This design comes from an exercise in tuning for small area, a short achievable clock period and few clock cycles per item on the open sky130 flow, not from production work.
At most, simulation tests tie the RTL to the original design; equivalence was not proved.
No driver is modelled on the clock port, so clock power and skew are understated where the tree is cut down; a real chip needs a root buffer or a tree.
Power figures rest on the tool's default switching activity, not on a simulated workload.

==> run B <==
## Int2Ieee754
module Int2Ieee754
#
(
	parameter	inputDataLength	=	32
)
(
    input 	CLK,
    input 	RST,
    input	[inputDataLength-1:0] 		IntInput,
    input	inputCS,
	 output	reg 	[31:0] 		Data754,
    output 	reg					outputCS
    );
==> module Int2Ieee754, before the edit <==
module Int2Ieee754
#
(
	parameter	inputDataLength	=	32
)
(
    input 	CLK,
    input 	RST,
    input	[inputDataLength-1:0] 		IntInput,
    input	inputCS,
	 output	reg 	[31:0] 		Data754,
    output 	reg					outputCS
    );
reg per_inputCS;
always @(posedge CLK or negedge RST) begin
	if (!RST)
		per_inputCS <= 1'b0;
	else
		per_inputCS <= inputCS;
end
wire start = inputCS & ~per_inputCS;
always @(*) outputCS = start;
wire [31:0] x = IntInput;
wire [7:0]  nzn;
genvar g;
generate for (g = 0; g < 8; g = g + 1) begin : nib
	assign nzn[g] = |x[4*g+3:4*g];
end endgenerate
wire [7:0] sel;
assign sel[7] = nzn[7];
generate for (g = 0; g < 7; g = g + 1) begin : one
	assign sel[g] = nzn[g] & ~|nzn[7:g+1];
end endgenerate
reg [31:0] c;
integer i;
always @(*) begin
	c = 32'd0;
	for (i = 0; i < 8; i = i + 1)
		c = c | ({32{sel[i]}} & (x << (28 - 4*i)));
end
wire [2:0] pi;
assign pi[2] = |nzn[7:4];
assign pi[1] = nzn[7] | nzn[6] | (~|nzn[5:4] & (nzn[3] | nzn[2]));
assign pi[0] = nzn[7] | (~nzn[6] & nzn[5]) | (~|nzn[6:4] & nzn[3]) | (~|nzn[6:2] & nzn[1]);
reg [26:0] rc;    
reg [2:0]  rp;
always @(posedge CLK) begin
	if (start) begin
		rc <= c[31:5];
		rp <= pi;
	end
end
wire        t3 = rc[26], t2 = rc[25], t1 = rc[24], t0 = rc[23];
wire        nz = t3 | t2 | t1 | t0;
reg  [22:0] f;
reg  [1:0]  pl;      
always @(*) begin
	if (t3)      begin f = rc[25:3]; pl = 2'd3; end
	else if (t2) begin f = rc[24:2]; pl = 2'd2; end
	else if (t1) begin f = rc[23:1]; pl = 2'd1; end
	else         begin f = rc[22:0]; pl = 2'd0; end
end
wire [4:0] p   = {rp, pl};
wire       p0  = (p == 5'd0);
wire [4:0] pm1 = p - 5'd1;
wire [7:0] e   = nz ? (p0 ? 8'd127 : {3'b100, pm1}) : 8'd0;
always @(*) Data754 = {1'b0, e, f};
endmodule
export LEC_CHECK = 0
export CAP_MARGIN = 20
export CORE_MARGIN = 2
export CORE_UTILIZATION = 40
export GPL_TIMING_DRIVEN = 0
export SLEW_MARGIN = 20
create_clock -name core_clock -period 4.0 [get_ports {CLK}]
standard.sh (not shown) runs the stock make flow with config.mk's settings and CLKGATE_MAP_FILE= SYNTH_SCRIPT=/design/flow/synth_recipe.tcl, a recipe that flattens the netlist after the stock synthesis.
==> flow/flow/run.sh <==
#!/bin/bash
# The standard layout, with small buf_1 cells as the port buffers.
export BUFFER_PORTS_ARGS="-buffer_cell sky130_fd_sc_hd__buf_1"

bash standard.sh > standard.log 2>&1
==> inputs of run G, as changes to run B <==
--- a/flow/design.v
+++ b/flow/design.v
@@ -30,5 +30,5 @@
 wire [7:0] sel;
-assign sel[7] = nzn[7];
+assign sel[7] = start & nzn[7];
 generate for (g = 0; g < 7; g = g + 1) begin : one
-	assign sel[g] = nzn[g] & ~|nzn[7:g+1];
+	assign sel[g] = start & nzn[g] & ~|nzn[7:g+1];
 end endgenerate
@@ -45,2 +45,3 @@
 assign pi[0] = nzn[7] | (~nzn[6] & nzn[5]) | (~|nzn[6:4] & nzn[3]) | (~|nzn[6:2] & nzn[1]);
+wire       hold = ~start;
 reg [26:0] rc;    
@@ -48,21 +49,17 @@
 always @(posedge CLK) begin
-	if (start) begin
-		rc <= c[31:5];
+	rc <= c[31:5] | ({27{hold}} & rc);
+	if (start)
 		rp <= pi;
-	end
 end
 wire        t3 = rc[26], t2 = rc[25], t1 = rc[24], t0 = rc[23];
-wire        nz = t3 | t2 | t1 | t0;
-reg  [22:0] f;
-reg  [1:0]  pl;      
-always @(*) begin
-	if (t3)      begin f = rc[25:3]; pl = 2'd3; end
-	else if (t2) begin f = rc[24:2]; pl = 2'd2; end
-	else if (t1) begin f = rc[23:1]; pl = 2'd1; end
-	else         begin f = rc[22:0]; pl = 2'd0; end
-end
-wire [4:0] p   = {rp, pl};
-wire       p0  = (p == 5'd0);
-wire [4:0] pm1 = p - 5'd1;
-wire [7:0] e   = nz ? (p0 ? 8'd127 : {3'b100, pm1}) : 8'd0;
+wire [2:0]  rpm1 = rp - 3'd1;
+wire        rp0  = ~|rp;
+wire        s3 = t3, s2 = ~t3 & t2, s1 = ~t3 & ~t2 & t1, s0 = ~t3 & ~t2 & ~t1;
+wire [22:0] f = ({23{s3}} & rc[25:3]) | ({23{s2}} & rc[24:2]) |
+                ({23{s1}} & rc[23:1]) | ({23{s0}} & rc[22:0]);
+wire        u  = t3 | t2 | t1;
+wire        z0 = s0 & t0;               
+wire [7:0]  e  = {u | (z0 & ~rp0), {2{z0 & rp0}},
+                  ({3{u}} & rp) | ({3{z0 & ~rp0}} & rpm1) | {3{z0 & rp0}},
+                  s3 | z0, s2 | z0};
 always @(*) Data754 = {1'b0, e, f};
==> flow/flow/run.sh (replaced) <==
#!/bin/bash
# The standard layout (standard.sh), with three changes:
#  - the port buffers are small buf_1 cells;
#  - synthesis maps the logic with flow/abc.script (an area-oriented ABC script)
#    instead of ORFS's abc_speed.script. Everything else in synthesis is
#    synth_recipe.tcl unchanged, so the registers are the standard synthesis's;
#  - the clock is distributed by flow/clock.tcl (a few clock buffers, each
#    driving the flip-flops near it) instead of TritonCTS's H-tree.
# Tool output goes to standard.log here and to the ORFS logs under orfs/logs.
set -e
here=$(pwd)
export BUFFER_PORTS_ARGS="-buffer_cell sky130_fd_sc_hd__buf_1"
export PRE_CTS_TCL=$here/flow/clock.tcl
{
  echo "proc abc {args} { set i [lsearch -exact \$args -script]; if {\$i >= 0} { lset args [expr {\$i + 1}] $here/flow/abc.script }; yosys abc {*}\$args }"
  cat synth_recipe.tcl
} > my_synth.tcl
sed "s#SYNTH_SCRIPT=[^ ]*#SYNTH_SCRIPT=$here/my_synth.tcl#" standard.sh > my_standard.sh
bash my_standard.sh > standard.log 2>&1
==> flow/flow/abc.script (new file) <==
strash
dc2
&get -n
&st
&dch
&nf -R 1000
&put
topo
==> flow/flow/clock.tcl (new file) <==
# Clock distribution for this small design, in place of TritonCTS's H-tree:
# the clock sinks are split into two halves by position, and each half is
# driven by one clock buffer at its centroid; the clock port drives the two
# buffers. One buffer level, no dummy loads.
proc my_clock_buffers { clk_port buf_master nparts } {
  set block [ord::get_db_block]
  set master [[ord::get_db] findMaster $buf_master]
  set clknet [$block findNet $clk_port]
  set sinks [list]
  foreach it [$clknet getITerms] {
    set loc [[$it getInst] getLocation]
    lappend sinks [list $it [lindex $loc 0] [lindex $loc 1]]
  }
  # split along the wider axis
  set xs [lmap s $sinks {lindex $s 1}]
  set ys [lmap s $sinks {lindex $s 2}]
  set dx [expr {[tcl::mathfunc::max {*}$xs] - [tcl::mathfunc::min {*}$xs]}]
  set dy [expr {[tcl::mathfunc::max {*}$ys] - [tcl::mathfunc::min {*}$ys]}]
  set key [expr {$dx >= $dy ? 1 : 2}]
  set sorted [lsort -integer -index $key $sinks]
  set n [llength $sorted]
  for {set p 0} {$p < $nparts} {incr p} {
    set lo [expr {($p * $n) / $nparts}]
    set hi [expr {(($p + 1) * $n) / $nparts - 1}]
    set part [lrange $sorted $lo $hi]
    set sx 0; set sy 0
    foreach s $part { set sx [expr {$sx + [lindex $s 1]}]; set sy [expr {$sy + [lindex $s 2]}] }
    set m [llength $part]
    set inst [odb::dbInst_create $block $master clkbuf_leaf_$p]
    set net [odb::dbNet_create $block clknet_leaf_$p]
    $net setSigType CLOCK
    foreach s $part { set it [lindex $s 0]; $it disconnect; $it connect $net }
    [$inst findITerm A] connect $clknet
    [$inst findITerm X] connect $net
    $inst setLocation [expr {$sx / $m}] [expr {$sy / $m}]
    $inst setPlacementStatus PLACED
    puts "clock buffer clkbuf_leaf_$p ($buf_master) drives $m sinks"
  }
  $clknet setSigType CLOCK
}

my_clock_buffers CLK sky130_fd_sc_hd__clkbuf_8 3

# The clock buffers are in place; the CTS step keeps its repair and placement
# legalisation, but builds no tree of its own.
proc clock_tree_synthesis { args } {
  puts "clock_tree_synthesis: clock buffers placed by flow/clock.tcl"
  set_propagated_clock [all_clocks]
}
--- a/flow/config.mk
+++ b/flow/config.mk
@@ -9,4 +9,5 @@
 export CORE_MARGIN = 2
-export CORE_UTILIZATION = 40
-export GPL_TIMING_DRIVEN = 0
+export CORE_UTILIZATION = 30
+export GPL_TIMING_DRIVEN = 1
+export SETUP_SLACK_MARGIN = 1.75
 export SLEW_MARGIN = 20
==> inputs of run Y, as changes to run B <==
==> flow/design.v (replaced) <==
`timescale 1ns / 1ps
module Int2Ieee754
#
(
	parameter	inputDataLength	=	32
)
(
    input 	CLK,
    input 	RST,
    input	[inputDataLength-1:0] 		IntInput,
    input	inputCS,
	 output	reg 	[31:0] 		Data754,
    output 	reg					outputCS
    );
reg per_inputCS;
always @(posedge CLK or negedge RST) begin
	if (!RST)
		per_inputCS <= 1'b0;
	else
		per_inputCS <= inputCS;
end
wire start = inputCS & ~per_inputCS;
always @(*) outputCS = start;
wire [31:0] x  = IntInput;
wire        z4 = ~|x[31:16];
wire [31:0] s4 = z4 ? {x[15:0], 16'd0} : x;
wire        z3 = ~|s4[31:24];
wire [31:0] s3 = z3 ? {s4[23:0], 8'd0} : s4;
wire        z2 = ~|s3[31:28];
wire [31:0] s2 = z2 ? {s3[27:0], 4'd0} : s3;
wire        z1 = ~|s2[31:30];
wire [31:0] s1 = z1 ? {s2[29:0], 2'd0} : s2;
wire        h  = s1[31];             
wire [3:0]  nl  = ~{z4, z3, z2, z1};
wire [3:0]  nl1 = nl - 4'd1;
wire [4:0]  q   = h ? {nl, 1'b0} : {nl1, 1'b1};
wire        nz  = |x;
wire        one = (x == 32'd1);
wire [6:0]  e   = {nz & ~one, one, nz ? q : 5'd0};    
reg         rh;
reg  [23:0] rm;
reg  [6:0]  re;
always @(posedge CLK) begin
	if (start) begin
		rh <= h;
		rm <= s1[30:7];
		re <= e;
	end
end
wire [22:0] f = rh ? rm[23:1] : rm[22:0];
always @(*) Data754 = {1'b0, re[6], re[5], re[5:0], f};
endmodule
==> inputs of run C, as changes to run B <==
==> flow/design.v (replaced) <==
`timescale 1ns / 1ps
module Int2Ieee754
#
(
	parameter	inputDataLength	=	32
)
(
    input 	CLK,
    input 	RST,
    input	[inputDataLength-1:0] 		IntInput,
    input	inputCS,
	 output	reg 	[31:0] 		Data754,
    output 	reg					outputCS
    );
reg per_inputCS;
always @(posedge CLK or negedge RST) begin
	if (!RST)
		per_inputCS <= 1'b0;
	else
		per_inputCS <= inputCS;
end
wire start = inputCS & ~per_inputCS;
always @(*) outputCS = start;
wire [31:0] x  = IntInput;
wire        z4 = ~|x[31:16];
wire [31:0] s4 = z4 ? {x[15:0], 16'd0} : x;
wire        z3 = ~|s4[31:24];
wire [31:0] s3 = z3 ? {s4[23:0], 8'd0} : s4;
wire        z2 = ~|s3[31:28];
wire [31:0] s2 = z2 ? {s3[27:0], 4'd0} : s3;
wire        z1 = ~|s2[31:30];
wire [31:0] s1 = z1 ? {s2[29:0], 2'd0} : s2;
wire        z0 = ~s1[31];
wire [31:0] s0 = z0 ? {s1[30:0], 1'd0} : s1;
wire        nz = s0[31];
wire [4:0]  lzc = {z4, z3, z2, z1, z0};
wire [7:0]  e   = nz ? (8'd158 - {3'd0, lzc}) : 8'd0;
wire [30:0] res = {e, s0[30:8]};
reg [30:0] r;
always @(posedge CLK) begin
	if (start)
		r <= res;
end
always @(*) Data754 = {1'b0, r};
endmodule
==> flow/run.sh (new file) <==
#!/bin/bash
# synth_recipe.tcl (not shown) runs the flow's synth.tcl, then flattens the netlist and writes it again
# the make line also repeats each setting of config.mk as NAME=value (left out here)
make -C /OpenROAD-flow-scripts/flow DESIGN_CONFIG=/design/flow/config.mk WORK_HOME=/design/flow/orfs CLKGATE_MAP_FILE= SYNTH_SCRIPT=/design/flow/synth_recipe.tcl finish
--- a/flow/config.mk
+++ b/flow/config.mk
@@ -10,3 +10,2 @@
 export CORE_UTILIZATION = 40
-export GPL_TIMING_DRIVEN = 0
 export SLEW_MARGIN = 20
removed: flow/flow/run.sh
removed: flow/standard.sh
==> notes <==
Run B completed without violations. Run G completed with no timing, DRC or antenna violations. Run Y completed with no timing, DRC or antenna violations. Run C produced a clean layout. Of run G and run Y, run G has the higher combinational power (gap 98%, measured against run Y). Between run C and run B, the lower via count is in run C (gap about 10%, measured against run B). Register-to-register slack: run B > run Y > run C > run G. The highest worst setup slack belongs to run G, the lowest to run C.
==> figures <==
metric                                                                   run G                      run B                      run C                      run Y
Status                                                 complete, no violations    complete, no violations    complete, no violations    complete, no violations
Initial core utilization                                                0.3125                     0.4111                     0.4168                     0.4140
Count of H-tree levels built during CTS                                      -                          2                          2                          2
Final Net Count                                                            429                        468                        453                        395
Crit Path Category                                                   in -> reg                 reg -> out                  in -> reg                  in -> reg
Worst-margin pin slew                                                0.5808 ns                   1.131 ns                  0.6702 ns                  0.7835 ns
Top flip-flop cell by instance count after synthesis  sky130_fd_sc_hd__dfxtp_1  sky130_fd_sc_hd__edfxtp_1  sky130_fd_sc_hd__edfxtp_1  sky130_fd_sc_hd__edfxtp_1
Clock tree cell share of total cell area                                     -                    0.02434                    0.02642                    0.02504
Clock share of power                                                     0.164                      0.273                      0.300                      0.279
Placed cell count                                                          438                        524                        506                        448
Testbench counts of run G, summed over its fixed seeds: cycles 4,800, items 2,400.
Testbench counts of run C, summed over its fixed seeds: cycles 4,800, items 2,400.
For run B and run Y, only the layout was checked, not whether the RTL still works. In run G the design's own scripts or RTL, not TritonCTS, make the clock network.

==> static timing again, ports no longer ideal <==
In the flow no input, the clock included, has a driving cell. The finished layouts below were timed again as built, in two steps. Step 1 sets driving cells, clkbuf_16 on the clock port and buf_2 on the other inputs (assumed; they add their load-dependent delay and slew). Step 2 also shifts input and output timing later by t, the mid clock arrival at the registers, as if the neighbouring blocks saw the same clock. Slacks: ideal / step 1 / step 2; pairs: ideal / step 1.
run	shift t [ns]	setup slack, ns	worst setup path at the end	latest minus earliest clock arrival (ns)	pins driven straight from the clock port
run B	0.302	0.403 / 0.376 / 0.678	register to output	0.013 / 0.013	1
run G	0.189	1.697 / 1.657 / 1.510	input to register	0.004 / 0.003	3
run Y	0.305	0.454 / 0.460 / 0.154	input to register	0.006 / 0.007	1
run C	0.312	0.217 / 0.216 / -0.097	input to register	0.005 / 0.005	1
Met with ideal ports but missed after step 2: setup timing in run C. For run C, which loses most, drivers alone change the setup slack by -0.001 ns; drivers and shift together by -0.314 ns.
